Background: an optimization exercise with open tools, aiming at small area and few clock cycles. Do not read the settings as production practice.
In this exercise RTL edits were held to simulation tests only and were not proved equivalent to the original.

==> flow/run.sh <==
#!/bin/bash
# synth_recipe.tcl (not shown) runs the flow's synth.tcl, then flattens the netlist and writes it again
# the make line also repeats each setting of config.mk as NAME=value (left out here)
make -C /OpenROAD-flow-scripts/flow DESIGN_CONFIG=/design/flow/config.mk WORK_HOME=/design/flow/orfs CLKGATE_MAP_FILE= SYNTH_SCRIPT=/design/flow/synth_recipe.tcl finish
==> flow/config.mk <==
export PLATFORM = sky130hd
export DESIGN_NAME = drygascon
export DESIGN_NICKNAME = drygascon
export VERILOG_FILES = /design/flow/design.v
export SDC_FILE = /design/flow/constraint.sdc
export NUM_CORES = 4
export LEC_CHECK = 0
export CAP_MARGIN = 20
export CORE_MARGIN = 2
export CORE_UTILIZATION = 40
export SLEW_MARGIN = 20
==> flow/constraint.sdc <==
create_clock -name core_clock -period 10.0 [get_ports {clk}]
set_input_delay 2.0000 -clock core_clock [delete_from_list [all_inputs] [get_ports {clk}]]
set_output_delay 2.0000 -clock core_clock [all_outputs]
set_load 0.01 [all_outputs]
==> flow/design.v <==
function [32-1:0] swap_endian32;
    input [32-1:0] a;
    integer i;
    for (i=0; i<32/8; i=i+1) begin
        swap_endian32[i*8 +: 8] = a[32-8*(i+1) +: 8];
    end
endfunction
function [63:0] swap_endian64;
    input [63:0] a;
    integer i;
    for (i=0; i<64/8; i=i+1) begin
        swap_endian64[i*8 +: 8] = a[64-8*(i+1) +: 8];
    end
endfunction
function [128-1:0] swap_endian128;
    input [128-1:0] a;
    integer i;
    for (i=0; i<128/8; i=i+1) begin
        swap_endian128[i*8 +: 8] = a[128-8*(i+1) +: 8];
    end
endfunction
`timescale 1ns / 1ps
`default_nettype none
module birotr(
    input wire [64-1:0] din,
    input wire [ 6-1:0] shift,
    output reg [64-1:0] out
    );
wire [32-1:0] i0 = din[0*32+:32];
wire [32-1:0] i1 = din[1*32+:32];
wire [ 6-1:0] shift2 = shift>>1;
wire [ 6-1:0] shift3 = (shift2 + 1'b1) % 6'd32;
always @* begin
    if(shift & 1'b1) begin
        out[ 0+:32] = (i1>>shift2) | (i1 << (6'd32-shift2));
        out[32+:32] = (i0>>shift3) | (i0 << (6'd32-shift3));
    end else begin
        out[ 0+:32] = (i0>>shift2) | (i0 << (6'd32-shift2));
        out[32+:32] = (i1>>shift2) | (i1 << (6'd32-shift2));
    end
end
endmodule
`timescale 1ns / 1ps
`default_nettype none
module mix32
#(
    parameter CW            = 5,     
    parameter XW32          = 4     
) (
    input  wire [64*CW-1:0]   c,
    input  wire [32*XW32-1:0] x,
    input  wire [CW*2 -1:0]   d,
    output wire [64*CW-1:0]   out
);
wire [64-1:0] cc                [0:CW-1];
wire [64-1:0] oo                [0:CW-1];
wire [2 -1:0] idx               [0:CW-1];
wire [32-1:0] xx                [0:XW32-1];
reg  [32-1:0] xw                [0:CW-1];
genvar i;
generate
    for (i=0; i<XW32; i=i+1) begin
        assign xx[i] = x[32*XW32-32*(i+1) +: 32];
    end
    for (i=0; i<CW; i=i+1) begin
        assign cc[i] = c[64*CW-64*(i+1) +: 64];
        assign out[64*CW-64*(i+1) +: 64] = oo[i];
        assign idx[i] = d[2*i +: 2];
        always@* begin
            case (idx[i])
            0: xw[i] <= xx[0];
            1: xw[i] <= xx[1];
            2: xw[i] <= xx[2];
            3: xw[i] <= xx[3];
            endcase
        end
        assign oo[i] = cc[i] ^ {xw[i], 32*{1'b0}};
    end
endgenerate
endmodule
`timescale 1ns / 1ps
`default_nettype none
module gascon_round
#(
    parameter NW              = 5      
) (
    input  wire [64*NW-1:0] din,
    input  wire [4    -1:0] round,
    output wire [64*NW-1:0] out
);
 function [32-1:0] swap_endian32;
    input [32-1:0] a;
    integer i;
    for (i=0; i<32/8; i=i+1) begin
        swap_endian32[i*8 +: 8] = a[32-8*(i+1) +: 8];
    end
endfunction
function [63:0] swap_endian64;
    input [63:0] a;
    integer i;
    for (i=0; i<64/8; i=i+1) begin
        swap_endian64[i*8 +: 8] = a[64-8*(i+1) +: 8];
    end
endfunction
function [128-1:0] swap_endian128;
    input [128-1:0] a;
    integer i;
    for (i=0; i<128/8; i=i+1) begin
        swap_endian128[i*8 +: 8] = a[128-8*(i+1) +: 8];
    end
endfunction
genvar i;
wire [7:0] round_constant;
assign round_constant = (((4'hf - round)<<4) | round);
wire [64-1:0] din_array         [0:NW-1];
wire [64-1:0] add_constant      [0:NW-1];
generate
    for (i=0; i<NW; i=i+1) begin: g_add_constant
        assign din_array[i] = swap_endian64(din[64*NW-64*(i+1) +: 64]);
        if (i == NW/2)
            assign add_constant[i] = din_array[i] ^ round_constant;
        else
            assign add_constant[i] = din_array[i];
    end
endgenerate
wire [64-1:0]  sbox_stage0  [0:NW-1];
generate
    for (i=0; i<NW; i=i+2) begin: g_sbox0
        assign sbox_stage0[i] = add_constant[i] ^ add_constant[(NW+i-1)%NW];
        if (i+1 < NW)
            assign sbox_stage0[i+1] = add_constant[i+1];
    end
endgenerate
wire [64-1:0]  t            [0:NW-1];
wire [64-1:0]  sbox_stage1  [0:NW-1];
generate    
    for (i=0; i<NW; i=i+1) begin: g_sbox1
        assign t[i]           =  (~sbox_stage0[i]) & sbox_stage0[(i+1)%NW];
        assign sbox_stage1[i] =  sbox_stage0[i] ^ t[(i+1)%NW];
    end
endgenerate
wire [64-1:0]  sbox_stage2  [0:NW-1];
generate
    for (i=0; i<NW/2+1; i=i+1) begin: g_sbox2
        assign sbox_stage2[(i*2+1)%NW] = sbox_stage1[(i*2+1)%NW] ^ sbox_stage1[i*2];
        if (i*2 < NW && i > 0)
            assign sbox_stage2[i*2] = sbox_stage1[i*2];
    end
endgenerate
wire [64-1:0]  sbox  [0:NW-1];
generate 
    for (i=0; i<NW; i=i+1) begin: g_sbox
        if (i == NW/2)
            assign sbox[i] = ~sbox_stage2[i];
        else
            assign sbox[i] = sbox_stage2[i];
    end
endgenerate
wire [6*NW -1:0]     rot_lut0 = {6'd43,6'd09,6'd53,6'd31,6'd07,6'd10,6'd01,6'd61,6'd19};
wire [6*NW -1:0]     rot_lut1 = {6'd50,6'd46,6'd58,6'd26,6'd40,6'd17,6'd06,6'd38,6'd28};
wire [64-1:0]  lin_layer_r0  [0:NW-1];
wire [64-1:0]  lin_layer_r1  [0:NW-1];
wire [64-1:0]  lin_layer     [0:NW-1];
generate
    for (i=0; i<NW; i=i+1) begin: g_linlayer
        birotr u_birotr0(.out(lin_layer_r0[i]), .din(sbox[i]), .shift(rot_lut0[i*6+:6]));
        birotr u_birotr1(.out(lin_layer_r1[i]), .din(sbox[i]), .shift(rot_lut1[i*6+:6]));
        assign lin_layer[i] =  sbox[i] ^ lin_layer_r0[i] ^ lin_layer_r1[i];
        assign out[64*NW-64*(i+1) +: 64] = swap_endian64(lin_layer[i]);
    end
endgenerate
endmodule
`timescale 1ns / 1ps
`default_nettype none
module drygascon #(
    parameter                   CCW         = 32,
    parameter                   CCWdiv8     = 4 ,
    parameter                   CCSW        = 32
) (
    input wire                  clk             ,
    input wire                  rst             ,
    input  wire [CCSW   -1:0]   key             ,
    input  wire                 key_valid       ,
    output wire                 key_ready       ,
    input  wire [CCW    -1:0]   bdi             ,
    input  wire                 bdi_valid       ,
    output wire                 bdi_ready       ,
    input  wire [CCWdiv8-1:0]   bdi_pad_loc     ,
    input  wire [CCWdiv8-1:0]   bdi_valid_bytes ,
    input  wire [3      -1:0]   bdi_size        ,
    input  wire                 bdi_eot         ,
    input  wire                 bdi_eoi         ,
    input  wire [4      -1:0]   bdi_type        ,
    input  wire                 decrypt_in      ,
    input  wire                 key_update      ,
    input  wire                 hash_in         ,
    output wire [CCW    -1:0]   bdo             ,
    output wire                 bdo_valid       ,
    input  wire                 bdo_ready       ,
    output wire [4      -1:0]   bdo_type        ,
    output wire [CCWdiv8-1:0]   bdo_valid_bytes ,
    output wire                 end_of_block    ,
    output wire                 msg_auth_valid  ,
    input  wire                 msg_auth_ready  ,
    output wire                 msg_auth
);
localparam                      SIZE_KEY                  = 256;
localparam                      SIZE_NPUB                 = 128;
localparam                      SIZE_DATA                 = 128;
localparam                      D_WIDTH                   = 10;
localparam                      DRYSPONGE_ROUNDS          = 8-1;
localparam                      DRYSPONGE_INIT_ROUNDS     = 12-1;
localparam                      DRYSPONGE_MPR_ROUNDS      = (SIZE_DATA+4+D_WIDTH)/D_WIDTH;  
localparam                      DRYSPONGE_KEYSIZE         = 16;
localparam                      DRYSPONGE_CAPACITYSIZE64  = 5;
localparam                      NW                        = DRYSPONGE_CAPACITYSIZE64;
localparam                      WIDTH_KEY                 = SIZE_KEY;
localparam                      WIDTH_DATA                = SIZE_DATA;
localparam                      WORD_KEY                  = SIZE_KEY/CCSW;
localparam                      WORD_NPUB                 = SIZE_NPUB/CCW;
localparam                      WORD_DATA                 = SIZE_DATA/CCW;
localparam                      WIDTH_C                   = 64*NW;
localparam                      WIDTH_X                   = 128;
localparam                      WIDTH_STATE               = 3;
localparam                      S_INIT                    = 0;
localparam                      S_KS                      = 1;
localparam                      S_MIX                     = 2;
localparam                      S_GASCON                  = 3;
localparam                      S_TAG_OUT                 = 4;
localparam                      S_WAIT_DATA               = 5;
localparam                      S_WAIT                    = 6;
reg         [WIDTH_C    -1:0]   cc;
reg         [WIDTH_X    -1:0]   xx;
reg         [128        -1:0]   rr;
reg         [WIDTH_STATE-1:0]   state;
reg         [WIDTH_STATE-1:0]   nstate;
reg         [4          -1:0]   rnd;
wire        [4          -1:0]   rnd_gascon;
reg                             ena_rnd;
reg                             rst_rnd;
reg                             rst_r;
reg                             ena_c;
reg                             ena_x;
reg                             ena_r;
reg         [2          -1:0]   sel_c;
reg                             sel_x;
reg                             do_mix;
reg                             sel_tag;
reg                             sel_pad;
reg                             shf_data;
localparam                      HDR_AD          = 4'b0001;
localparam                      HDR_PT          = 4'b0100;
localparam                      HDR_CT          = 4'b0101;
localparam                      HDR_HASH_MSG    = 4'b0111;
localparam                      HDR_TAG         = 4'b1000;
localparam                      HDR_HASH_VALUE  = 4'b1001;
localparam                      HDR_KEY         = 4'b1100;
localparam                      HDR_NPUB        = 4'b1101;
localparam                      S_DI_INIT       = 0;
localparam                      S_DI_KEYCHK     = 1;
localparam                      S_DI_LDKEY      = 2;
localparam                      S_DI_LD         = 3;
localparam                      S_DI_PAD_FULL   = 4;
localparam                      S_DI_PAD        = 5;
localparam                      S_DI_WAIT       = 6;
reg         [4          -1:0]   st_di;
reg         [4          -1:0]   nst_di;
reg         [WIDTH_KEY  -1:0]   r_key;
reg         [WIDTH_DATA -1:0]   r_data;
reg         [4          -1:0]   r_bdi_type;
reg                             r_bdi_eot;
reg                             r_bdi_eoi;
reg                             r_is_msg;
reg         [CCWdiv8    -1:0]   r_bdi_valid_bytes;
reg         [16         -1:0]   r_bdi_valid_bytes_all;  
reg                             r_decrypt_in;
reg                             r_hash_in;
reg                             r_msg_decrypt;
reg                             r_msg_hash;
reg         [4          -1:0]   cnt_di;
reg                             rst_cnt_di;
reg                             ena_cnt_di;
reg                             bdi_rdy;
reg                             key_rdy;
reg                             ena_key;
reg                             ena_data;
reg                             ld_dec_data;
wire                            data_rdy;
reg                             data_vld;
localparam                      S_DO_WAIT       = 0;
localparam                      S_DO_OUT        = 1;
localparam                      S_DO_MSGAUTH    = 2;
reg         [2          -1:0]   st_do;
reg         [2          -1:0]   nst_do;
reg                             ena_dout;
wire                                pad;
wire                                final_domain;
reg         [2              -1:0]   domain;
wire        [4              -1:0]   dsinfo;
wire        [WIDTH_DATA     -1:0]   data_sel;
wire        [WIDTH_DATA     -1:0]   dout;
wire        [D_WIDTH        -1:0]   dd;
wire        [WIDTH_C        -1:0]   gascon_in;
wire        [WIDTH_C        -1:0]   gascon_out;
wire        [WIDTH_C        -1:0]   mix_out;
wire        [128            -1:0]   accu_out;
wire        [128            -1:0]   dec_data;
 function [32-1:0] swap_endian32;
    input [32-1:0] a;
    integer i;
    for (i=0; i<32/8; i=i+1) begin
        swap_endian32[i*8 +: 8] = a[32-8*(i+1) +: 8];
    end
endfunction
function [63:0] swap_endian64;
    input [63:0] a;
    integer i;
    for (i=0; i<64/8; i=i+1) begin
        swap_endian64[i*8 +: 8] = a[64-8*(i+1) +: 8];
    end
endfunction
function [128-1:0] swap_endian128;
    input [128-1:0] a;
    integer i;
    for (i=0; i<128/8; i=i+1) begin
        swap_endian128[i*8 +: 8] = a[128-8*(i+1) +: 8];
    end
endfunction
assign pad          = ~r_bdi_valid_bytes_all[0];
assign final_domain = r_bdi_eoi;
always @(*) begin      
    case(r_bdi_type)
        HDR_NPUB:     domain <= 1;
        HDR_HASH_MSG: domain <= 2;
        HDR_AD  :     domain <= 2;
        default:      domain <= 3;
    endcase
end
assign dsinfo       = (r_bdi_eot) ? {domain, final_domain, pad} : 0;
genvar i;
assign dec_data = r_data ^ swap_endian128((state == S_WAIT_DATA) ? rr : accu_out);
generate
    for (i=0; i<WIDTH_DATA/8; i=i+1) begin : gen_data_sel
        assign data_sel[WIDTH_DATA-(i+1)*8 +: 8] =
            (r_bdi_valid_bytes_all[i] & r_is_msg & r_decrypt_in) ?
            dec_data[WIDTH_DATA-(i+1)*8 +: 8] :
            r_data[WIDTH_DATA-(i+1)*8 +: 8];
    end
endgenerate
assign dd = r_data[0*D_WIDTH +: D_WIDTH];
mix32        u_mix32(.out(mix_out), .c(cc), .x(xx), .d(dd));
assign gascon_in  = (do_mix) ? mix_out : cc;
assign rnd_gascon = (do_mix) ?       0 : rnd;
gascon_round u_gascon_round(.out(gascon_out), .din(gascon_in), .round(rnd_gascon));
wire [128-1:0] accu_p1;
wire [128-1:0] accu_p2;
assign accu_p1  = gascon_out[WIDTH_C-WIDTH_DATA +: WIDTH_DATA];           
assign accu_p2  = {gascon_out[WIDTH_C-2*WIDTH_DATA +: WIDTH_DATA-32],     
                   gascon_out[WIDTH_C-WIDTH_DATA-32 +: 32]};
assign accu_out = accu_p1 ^ accu_p2 ^ rr;
assign dout     = swap_endian128(r_data) ^ rr;
reg         [WIDTH_DATA     -1:0]   r_dout;
reg         [2              -1:0]   r_dout_words;
reg         [CCWdiv8        -1:0]   r_dout_bytes;
reg                                 r_dout_end;
reg         [4              -1:0]   r_gascon_rounds;
reg                                 r_msg_auth;
reg                                 data_end;
reg         [2              -1:0]   data_size;
reg                                 dout_vld;
wire                                dout_rdy;
reg                                 flag_tag_check;
reg                                 r_flag_squeeze;
always @(posedge clk) begin
    if (rst)
        state <= S_INIT;
    else
        state <= nstate;
    if (rst_rnd)
        rnd <= 0;
    else if (ena_rnd)
        rnd <= rnd+1;
    if (ena_c) begin
        case (sel_c)
            0: cc <= gascon_out;
            1: cc <= mix_out;
            2: cc <= {r_key[WIDTH_KEY-DRYSPONGE_KEYSIZE*8 +: DRYSPONGE_KEYSIZE*8],
                      r_key[WIDTH_KEY-DRYSPONGE_KEYSIZE*8 +: DRYSPONGE_KEYSIZE*8],
                      r_key[WIDTH_KEY-64 +: 64]};
            3: cc <= {{128'h243F6A8885A308D313198A2E03707344},
                      {128'h243F6A8885A308D313198A2E03707344},
                      { 64'h243F6A8885A308D3}};
            default: cc <= 0;  
        endcase
    end
    if (rst_r)
        rr <= 0;
    else if (ena_r)
        rr <= accu_out;
    if (ena_x) begin
        case (sel_x)
            0: xx <= r_key[WIDTH_KEY-DRYSPONGE_KEYSIZE*8-WIDTH_X +: WIDTH_X];
            1: xx <= {128'hA4093822299F31D0082EFA98EC4E6C89};    
        endcase
    end
    if (data_vld) begin
        data_end  <= final_domain;
    end
    if (dout_vld && dout_rdy) begin
        r_dout       <= (sel_tag) ? rr : dout;
        r_dout_words <= (r_msg_hash | sel_tag) ? 3 : data_size;
        r_dout_bytes <= (sel_tag) ? {4'b1111} : r_bdi_valid_bytes;
        r_dout_end   <= (r_msg_hash) ?
                            r_flag_squeeze : (r_is_msg) ? r_bdi_eot : data_end;
    end else if (ena_dout) begin
        r_dout <= r_dout << CCW;
        r_dout_words <= r_dout_words - 1;
    end
    if (state == S_MIX)
        r_gascon_rounds <= (do_mix && (r_bdi_type == HDR_NPUB)) ? DRYSPONGE_INIT_ROUNDS : DRYSPONGE_ROUNDS;
    if (state == S_INIT) begin
        r_msg_decrypt   <= r_decrypt_in;
        r_msg_hash      <= r_hash_in;
    end
    if (flag_tag_check)
        r_msg_auth <= (rr == swap_endian128(r_data)) ? 1:0;
    if (state == S_INIT)
        r_flag_squeeze <= 0;
    else if ((state == S_TAG_OUT) & dout_vld)
        r_flag_squeeze <= 1;
end
always @(*)
begin
    nstate      <= state;
    rst_rnd     <= 0;
    ena_rnd     <= 0;
    ena_r       <= 0;
    rst_r       <= 0;
    ena_c       <= 0;
    ena_x       <= 0;
    sel_c       <= 0;
    sel_x       <= 0;
    ld_dec_data <= 0;
    data_vld    <= 0;
    do_mix      <= 0;
    dout_vld    <= 0;
    shf_data    <= 0;
    flag_tag_check <= 0;
    sel_tag  <= 0;
    case(state)
    S_INIT: begin        
        rst_rnd <= 1;
        rst_r   <= 1;
        if (data_rdy)
            nstate  <= S_KS;
    end
    S_KS: begin
        ena_c  <= 1;
        sel_c  <= (r_hash_in) ? 3:2;
        ena_x <= 1;
        sel_x <= (r_hash_in) ? 1:0;
        nstate <= S_MIX;
    end
    S_MIX: begin
        do_mix <= 1;
        if (data_rdy & (!r_is_msg | dout_rdy | (rnd != 0))) begin
            if (r_is_msg && (rnd == 0))
                dout_vld <= 1;
            ena_c <= 1;
            if (rnd < DRYSPONGE_MPR_ROUNDS-1) begin
                ena_rnd <= 1;
                shf_data <= 1;
            end else begin
                data_vld <= 1;
                sel_c   <= 1;
                rst_rnd <= 1;
                rst_r   <= 1;
                nstate  <= S_GASCON;
            end
        end
    end
    S_GASCON: begin
        ena_c <= 1;
        ena_r <= 1;
        if (rnd < r_gascon_rounds-1) begin
            ena_rnd <= 1;
        end else begin
            rst_rnd <= 1;
            if (data_end) begin
                nstate <= S_TAG_OUT;
            end else if (data_rdy) begin
                if (r_is_msg & r_decrypt_in) begin
                    ld_dec_data <= 1;
                    rst_r       <= 1;  
                end
                nstate <= S_MIX;
            end else begin
                nstate <= S_WAIT_DATA;
            end
        end
    end
    S_TAG_OUT: begin
        sel_tag <= 1;
        if (r_msg_hash & dout_rdy) begin
            dout_vld <= 1;
            if (r_flag_squeeze) begin
                nstate <= S_INIT;
            end else begin
                rst_r  <= 1;
                nstate <= S_GASCON;  
            end
        end else if (!r_msg_decrypt & dout_rdy) begin     
            dout_vld    <= 1;
            nstate      <= S_INIT;
        end else if (r_msg_decrypt & data_rdy & dout_rdy) begin
            flag_tag_check <= 1;
            data_vld    <= 1;
            nstate      <= S_INIT;
        end
    end
    S_WAIT_DATA: begin
        if (data_rdy) begin
            if (r_is_msg & r_decrypt_in) begin
                ld_dec_data <= 1;
                rst_r       <= 1;
            end
            nstate <= S_MIX;
        end
    end
    default: begin   
    end
    endcase
end  
reg                sel_full_pad;
wire [CCW    -1:0] bdi_pad;
wire [CCWdiv8-1:0] vbytes_sel;
wire [CCWdiv8-1:0] bdi_pad_loc_sel;
assign key_ready       = key_rdy;
assign bdi_ready       = bdi_rdy;
assign data_rdy        = (st_di == S_DI_WAIT) ? 1:0;
assign vbytes_sel      = (sel_pad) ? 0 : bdi_valid_bytes;
assign bdi_pad_loc_sel = (sel_pad) ? ((sel_full_pad) ? {4'b1000} : 0) : bdi_pad_loc;
generate
    for (i=0; i<CCWdiv8; i=i+1) begin : gen_pad_lock_sel
        assign bdi_pad[CCW-8*(i+1) +: 8] =
            bdi_pad_loc_sel[CCWdiv8-(i+1)] ? 1 : (bdi[CCW-8*(i+1) +: 8] & {8{vbytes_sel[CCWdiv8-(i+1)]}});
    end
endgenerate
always @(posedge clk) begin
    if (rst_cnt_di) begin
        cnt_di <= 0;
    end else if (ena_cnt_di) begin
        cnt_di <= cnt_di + 1;
    end
    if (ld_dec_data) begin
        r_data   <= data_sel;
    end else if (ena_data) begin
        r_data   <= {swap_endian32(bdi_pad), r_data[WIDTH_DATA-1:CCW]};
    end else if (shf_data) begin
        if (rnd == 0)
            r_data  <= {6'b0, dsinfo, r_data[WIDTH_DATA-1:10]};
        else
            r_data  <= {10'b0, r_data[WIDTH_DATA-1:10]};
    end
    if (ena_data) begin
        r_bdi_valid_bytes_all <= {r_bdi_valid_bytes_all[11:0], vbytes_sel};
        if (!sel_pad | (bdi_rdy & bdi_valid_bytes[3]))
            data_size <= cnt_di;
    end
    if (bdi_rdy)
        r_is_msg <= (bdi_type == HDR_PT || bdi_type == HDR_CT) ? 1:0;
    if (st_di == S_DI_LD && ena_data) begin
        r_bdi_type          <= bdi_type;
        r_bdi_eoi           <= bdi_eoi;
        r_bdi_eot           <= bdi_eot;
        r_bdi_valid_bytes   <= bdi_valid_bytes;
        r_decrypt_in        <= decrypt_in;
        r_hash_in           <= hash_in;
    end
    if (ena_key)
        r_key <= {r_key[WIDTH_KEY-CCSW-1:0], key};
    if (rst)
        st_di <= S_DI_INIT;
    else
        st_di <= nst_di;
end
always @ (*)
begin
    nst_di       <= st_di;
    rst_cnt_di   <= 0;
    ena_cnt_di   <= 0;
    ena_key      <= 0;
    ena_data     <= 0;
    bdi_rdy      <= 0;
    key_rdy      <= 0;
    sel_pad      <= 0;
    sel_full_pad <= 0;
    case (st_di)
    S_DI_INIT: begin        
        rst_cnt_di <= 1;
        if ((bdi_valid || key_valid) && (st_do == S_DO_WAIT))
            nst_di  <= S_DI_KEYCHK;
    end
    S_DI_KEYCHK: begin
        if (!key_update && bdi_valid)
            nst_di <= S_DI_LD;
        else
            nst_di <= S_DI_LDKEY;
    end
    S_DI_LDKEY: begin
        key_rdy <= 1;
        if (key_valid) begin
            ena_key    <= 1;
            ena_cnt_di <= 1;
            if (cnt_di == WORD_KEY-1) begin
                nst_di     <= S_DI_LD;
                rst_cnt_di <= 1;
            end
        end
    end
    S_DI_LD: begin
        if (bdi_valid) begin
            ena_data   <= 1;
            bdi_rdy    <= 1;
            if (cnt_di == WORD_DATA-1)
                nst_di <= S_DI_WAIT;
            else if (bdi_valid_bytes[0]) begin
                if (bdi_eot)
                    nst_di <= S_DI_PAD_FULL;
                ena_cnt_di <= 1;
            end else begin
                ena_cnt_di  <= 1;
                nst_di <= S_DI_PAD;
            end
        end
    end
    S_DI_PAD_FULL: begin
        sel_full_pad <= 1;
        sel_pad    <= 1;
        ena_cnt_di <= 1;
        ena_data   <= 1;
        if (cnt_di == WORD_DATA-1)
            nst_di <= S_DI_WAIT;
        else
            nst_di <= S_DI_PAD;
    end
    S_DI_PAD: begin
        sel_pad    <= 1;
        ena_cnt_di <= 1;
        ena_data   <= 1;
        if (cnt_di == WORD_DATA-1)
            nst_di <= S_DI_WAIT;
    end
    S_DI_WAIT: begin
        if (data_vld) begin
            rst_cnt_di <= 1;
            if ((r_bdi_eoi & !r_decrypt_in)
                || (r_bdi_type == HDR_TAG)
                || (r_bdi_eot & (r_bdi_type == HDR_HASH_MSG)))
                nst_di <= S_DI_INIT;
            else
                nst_di <= S_DI_LD;
        end
    end
    endcase
end
reg  msg_auth_vld;
reg  bdo_vld;
wire last;
assign bdo             = r_dout[128-32 +: 32];
assign bdo_valid       = bdo_vld;
assign bdo_type        = "XXXX";  
assign bdo_valid_bytes = (r_dout_end && (r_dout_words == 0)) ? r_dout_bytes : {4'hF} ;
assign end_of_block    = last;
assign msg_auth_valid  = msg_auth_vld;
assign msg_auth        = r_msg_auth;
assign last            = (r_dout_end && (r_dout_words == 0)) ? 1:0;
always @(posedge clk) begin
    if (rst)
        st_do <= S_DO_WAIT;
    else
        st_do <= nst_do;
end
assign dout_rdy = (st_do == S_DO_WAIT) ? 1:0;
always @(*) begin
    nst_do <= st_do;
    ena_dout <= 0;
    msg_auth_vld <= 0;
    bdo_vld  <= 0;
    case (st_do)
    S_DO_WAIT: begin
        if (flag_tag_check)
            nst_do <= S_DO_MSGAUTH;
        else if (dout_vld)
            nst_do <= S_DO_OUT;
    end
    S_DO_OUT: begin
        bdo_vld <= 1;
        if (bdo_ready) begin
            ena_dout <= 1;
            if (r_dout_words == 0)
                nst_do <= S_DO_WAIT;
        end
    end
    S_DO_MSGAUTH: begin
        msg_auth_vld <= 1;
        if (msg_auth_ready)
            nst_do <= S_DO_WAIT;
    end
    endcase
end
endmodule
==> impl_results.md <==
* Number of hold violations in the final report at 0
* Boundary Pins at 136
* Rows at 163
* Top cells by instance count after synthesis: 1,040 x sky130_fd_sc_hd__nand2_1, 1,022 x sky130_fd_sc_hd__xnor2_1, 1,004 x sky130_fd_sc_hd__edfxtp_1
* Via count of the first global-routing pass at 53,530
* Hold Crit Depth at 0
* Max-slew violation total from the final report at 0
* Number of distinct standard cells referenced by the synthesized netlist at 93
* Worst hold path type: reg -> reg
* Routability-driven placement congestion ratio at 1.09
* Number of H-tree levels at 4
* Proportion of netlist area held by the largest area contributor at 38.2%
* Core Footprint at 197,000 um2
* Crit path launch: state[1]$_SDFFE_PP0P_
* Buffer depth of the longest clock path at 3
* Clock slew at the register clock pins of the worst setup and hold paths at 0.06 ns
* Post-synth ARST share at 0%
* Critical hold path startpoint: r_key[50]$_DFFE_PP_
* DRT Pass-1 Iters at 7
* Gate count after technology mapping at 7,070
* Top FF cell, synth: sky130_fd_sc_hd__edfxtp_1
* Master cell of the clock root buffer: sky130_fd_sc_hd__clkbuf_16
* Maximum achievable frequency at 154 MHz
* Average detailed-routed wire length per instance at 32.8 um
* Die width at 448 um
* Final setup violation count at 0
* Nets@finish at 7,296
* Height of the die at 448 um
* Syn avg cell area at 11.2 um2
* Biggest area contributors in the synthesized netlist: sky130_fd_sc_hd__edfxtp_1 38%, sky130_fd_sc_hd__xnor2_1 11%, sky130_fd_sc_hd__xnor3_1 7.2%, sky130_fd_sc_hd__xor2_1 6.8%, sky130_fd_sc_hd__nand2_1 4.9%
* YS warnings at 5
* Total global routing overflow at 0
* Final critical delay including setup and external delays at 6.51 ns
* Die Area at 201,000 um2
* First-pass GRT wire length at 438,000 um
* Endpoint of the lowest-slack register-to-register path: r_data[58]$_DFFE_PP_
* CP Max Fanout at 102
* Gates resized, CTS repair at 0
* Share of final-layout standard cells stronger than drive strength 1 at 9.08%
* Relative slew margins at 10.9%
* Largest clock skew in the final design at 0.0518 ns
* Minimum hold slack at 0.422 ns
* Setup TNS at 0 ns
* Period utilisation layout at 65.1%
* Kind of end point of the critical path: flip-flop
* Flop and latch count out of synthesis at 1,149
* # hold bufs at CTS at 0
* Arrival time worst endpoint at 7.13 ns
* Final antenna-violating net count at 0
* Unrepaired setup endpoints after global routing: no
* Count of clock tree sinks at 1,149
* Cell type with the highest aggregate area in the netlist: sky130_fd_sc_hd__edfxtp_1
* Total clock buffers created by CTS at 138
* Clock tree from TritonCTS: yes
* Number of design-rule violations left by the first detailed-router iteration at 8,551
* Most numerous cell in the Yosys netlist: sky130_fd_sc_hd__nand2_1
* Startpoint of the most critical register-to-register path: state[1]$_SDFFE_PP0P_
* Number of antenna violations at the first check in global routing at 34
* Overall global routing resource usage at 31.7%
* Clock network latency to the later pin of the worst-skew pair at 0.86 ns
* Synth-to-layout area growth at 11.1%
* Post-CTS setup buffer count at 0
* Worst EP required at 10.62 ns
* Pin slew with the least headroom to its limit at 1.33 ns
* Reg2reg setup slack at 3.49 ns
* Number of flops mapped to enable cells by yosys at 1,004
* DRC at 0
* Via density per instance at 5.91
* Effective utilization at floorplan at 40.1%
* Critical path startpoint category: flip-flop
* R2R depth at 13
* Pin count of the biggest net entering global routing at 165
* Hold Crit Endpoint: r_key[82]$_DFFE_PP_
* Synth Cell Area at 78,900 um2
* HPWL after detailed placement at 249,000 um
* Total via count after detailed routing at 58,292
* Kind of critical path: reg -> reg
* Part of the Yosys area used for sequential elements at 41.9%
* Number of buffers inserted by port buffering at 128
* Outcome: finished clean
* Routed wire length at 323,000 um
* MaxCap Viol Count at 0
==> layout make-up <==
class                      instances  area [um2]
fill                           18381      109000
multi-input combinational       5378       43700
sequential                      1149       33100
clock buffer                     179        3700
tap                             2640        3300
timing repair buffer             270        2500
clock inverter                    73         810
inverter                         153         589
antenna                           16        40.0
==> cell families after synthesis <==
| family | synth area share, % |
|---|---|
| xor+xnor | 28.0 |
| flops | 41.9 |
| buf+inv | 3.18 |
| fa+ha+maj | 2.05 |
| mux | 5.23 |
| simple gates | 10.4 |
| other cells | 0.00951 |
| compound gates | 9.26 |
==> worst max-delay path: stages, from the launching register on <==
cell                      delay [ns]
sky130_fd_sc_hd__dfxtp_1        0.62
sky130_fd_sc_hd__or3b_4         0.56
sky130_fd_sc_hd__inv_6          0.62
sky130_fd_sc_hd__buf_12         0.39
sky130_fd_sc_hd__nand2_1        0.13
sky130_fd_sc_hd__xor2_1         0.30
sky130_fd_sc_hd__ha_1           0.31
sky130_fd_sc_hd__xnor2_1        0.14
sky130_fd_sc_hd__buf_4          0.21
sky130_fd_sc_hd__xor2_1         0.80
sky130_fd_sc_hd__xor3_1         0.71
sky130_fd_sc_hd__xor2_1         0.86
sky130_fd_sc_hd__o21ai_0        0.17
sky130_fd_sc_hd__a31o_1         0.25
==> sequential cells by signal, summed over array words and instances (netlist names), 4 cells and up <==
| register | cells |
|---|---|
| r_bdi_valid_bytes | 4 |
| r_bdi_type | 4 |
| r_bdi_valid_bytes_all | 16 |
| r_key | 256 |
| xx | 128 |
| r_data | 128 |
| r_dout_bytes | 4 |
| cnt_di | 4 |
| rr | 128 |
| r_dout | 128 |
| cc | 320 |
| rnd | 4 |
==> cell usage in the layout (no fill, tap or decap), types with 32 or more instances in the layout <==
master / synthesis / layout
sky130_fd_sc_hd__and2_1: 94 / 93
sky130_fd_sc_hd__a221oi_1: 42 / 42
sky130_fd_sc_hd__o21ai_1: 36 / 37
sky130_fd_sc_hd__buf_4: 55 / 130
sky130_fd_sc_hd__ha_1: 116 / 116
sky130_fd_sc_hd__inv_1: 150 / 148
sky130_fd_sc_hd__dfxtp_1: 145 / 145
sky130_fd_sc_hd__clkbuf_16: 0 / 138
sky130_fd_sc_hd__nand2_1: 1040 / 1032
sky130_fd_sc_hd__o221ai_1: 60 / 60
sky130_fd_sc_hd__xor2_1: 609 / 604
sky130_fd_sc_hd__nand3_1: 58 / 56
sky130_fd_sc_hd__edfxtp_1: 1004 / 1004
sky130_fd_sc_hd__a21o_1: 49 / 49
sky130_fd_sc_hd__nand2b_1: 75 / 74
sky130_fd_sc_hd__nor2_1: 303 / 300
sky130_fd_sc_hd__a21oi_1: 266 / 264
sky130_fd_sc_hd__xnor3_1: 251 / 251
sky130_fd_sc_hd__o211ai_1: 34 / 34
sky130_fd_sc_hd__mux4_2: 160 / 160
sky130_fd_sc_hd__clkdlybuf4s50_1: 0 / 128
sky130_fd_sc_hd__and3_1: 33 / 32
sky130_fd_sc_hd__xnor2_2: 22 / 38
sky130_fd_sc_hd__mux2i_1: 44 / 44
sky130_fd_sc_hd__clkbuf_1: 259 / 32
sky130_fd_sc_hd__or3_1: 105 / 105
sky130_fd_sc_hd__xor3_1: 69 / 69
sky130_fd_sc_hd__xnor2_1: 1022 / 1006
sky130_fd_sc_hd__o21ai_0: 516 / 515
==> worst max-delay path by stage <==
stage                                 to
floorplan             r_key[0]$_DFFE_PP_
global placement    r_data[58]$_DFFE_PP_
detailed placement  r_data[58]$_DFFE_PP_
CTS                 r_data[58]$_DFFE_PP_
global route        r_data[58]$_DFFE_PP_
finish              r_data[58]$_DFFE_PP_
==> layer usage <==
layer	vias up	routed length (um)	track usage [%]
met5	-	82	0
met4	14	21300	18.4
met3	612	34300	7.09
met2	3300	135000	45.5
met1	29403	132000	43.9
li1	24963	-	-
==> metrics by stage <==
stage | worst slack, ns | std cells | util, % | area, um2
CTS | 3.64 | 9841 | 44.5 | 87600
detailed placement | 3.64 | 9589 | 42.2 | 83100
floorplan | 1.41 | 7072 | - | 79000
finish | 3.49 | 9858 | 44.6 | 87700
global route | 3.42 | 9842 | 44.6 | 87700
global placement | 3.69 | 9589 | 42.2 | 83100
Testbench counts, summed over its fixed seeds: cycles 32,551.

## separate check: timing with driven ports
In the flow no input, the clock included, has a driving cell. The finished layout below was timed again as built, in two steps. Step 1: set_driving_cell puts a clkbuf_16 on clk and a buf_2 on each other input, an assumption about the parent block. Step 2 times the ports against the registers' clock, not the clock port: input delays grow and output delays shrink by t, the midpoint of the rising clock arrivals with the driver on. Slacks: no drivers / after step 1 / after step 2; pairs: no drivers / after step 1.
shift t [ns]: 0.927
setup slack, ns: 3.488 / 3.488 / 3.488
worst setup path at the end: register to register
After both steps this run still meets setup and hold. For this run, drivers alone change the setup slack by 0.000 ns; drivers and shift together by 0.000 ns.
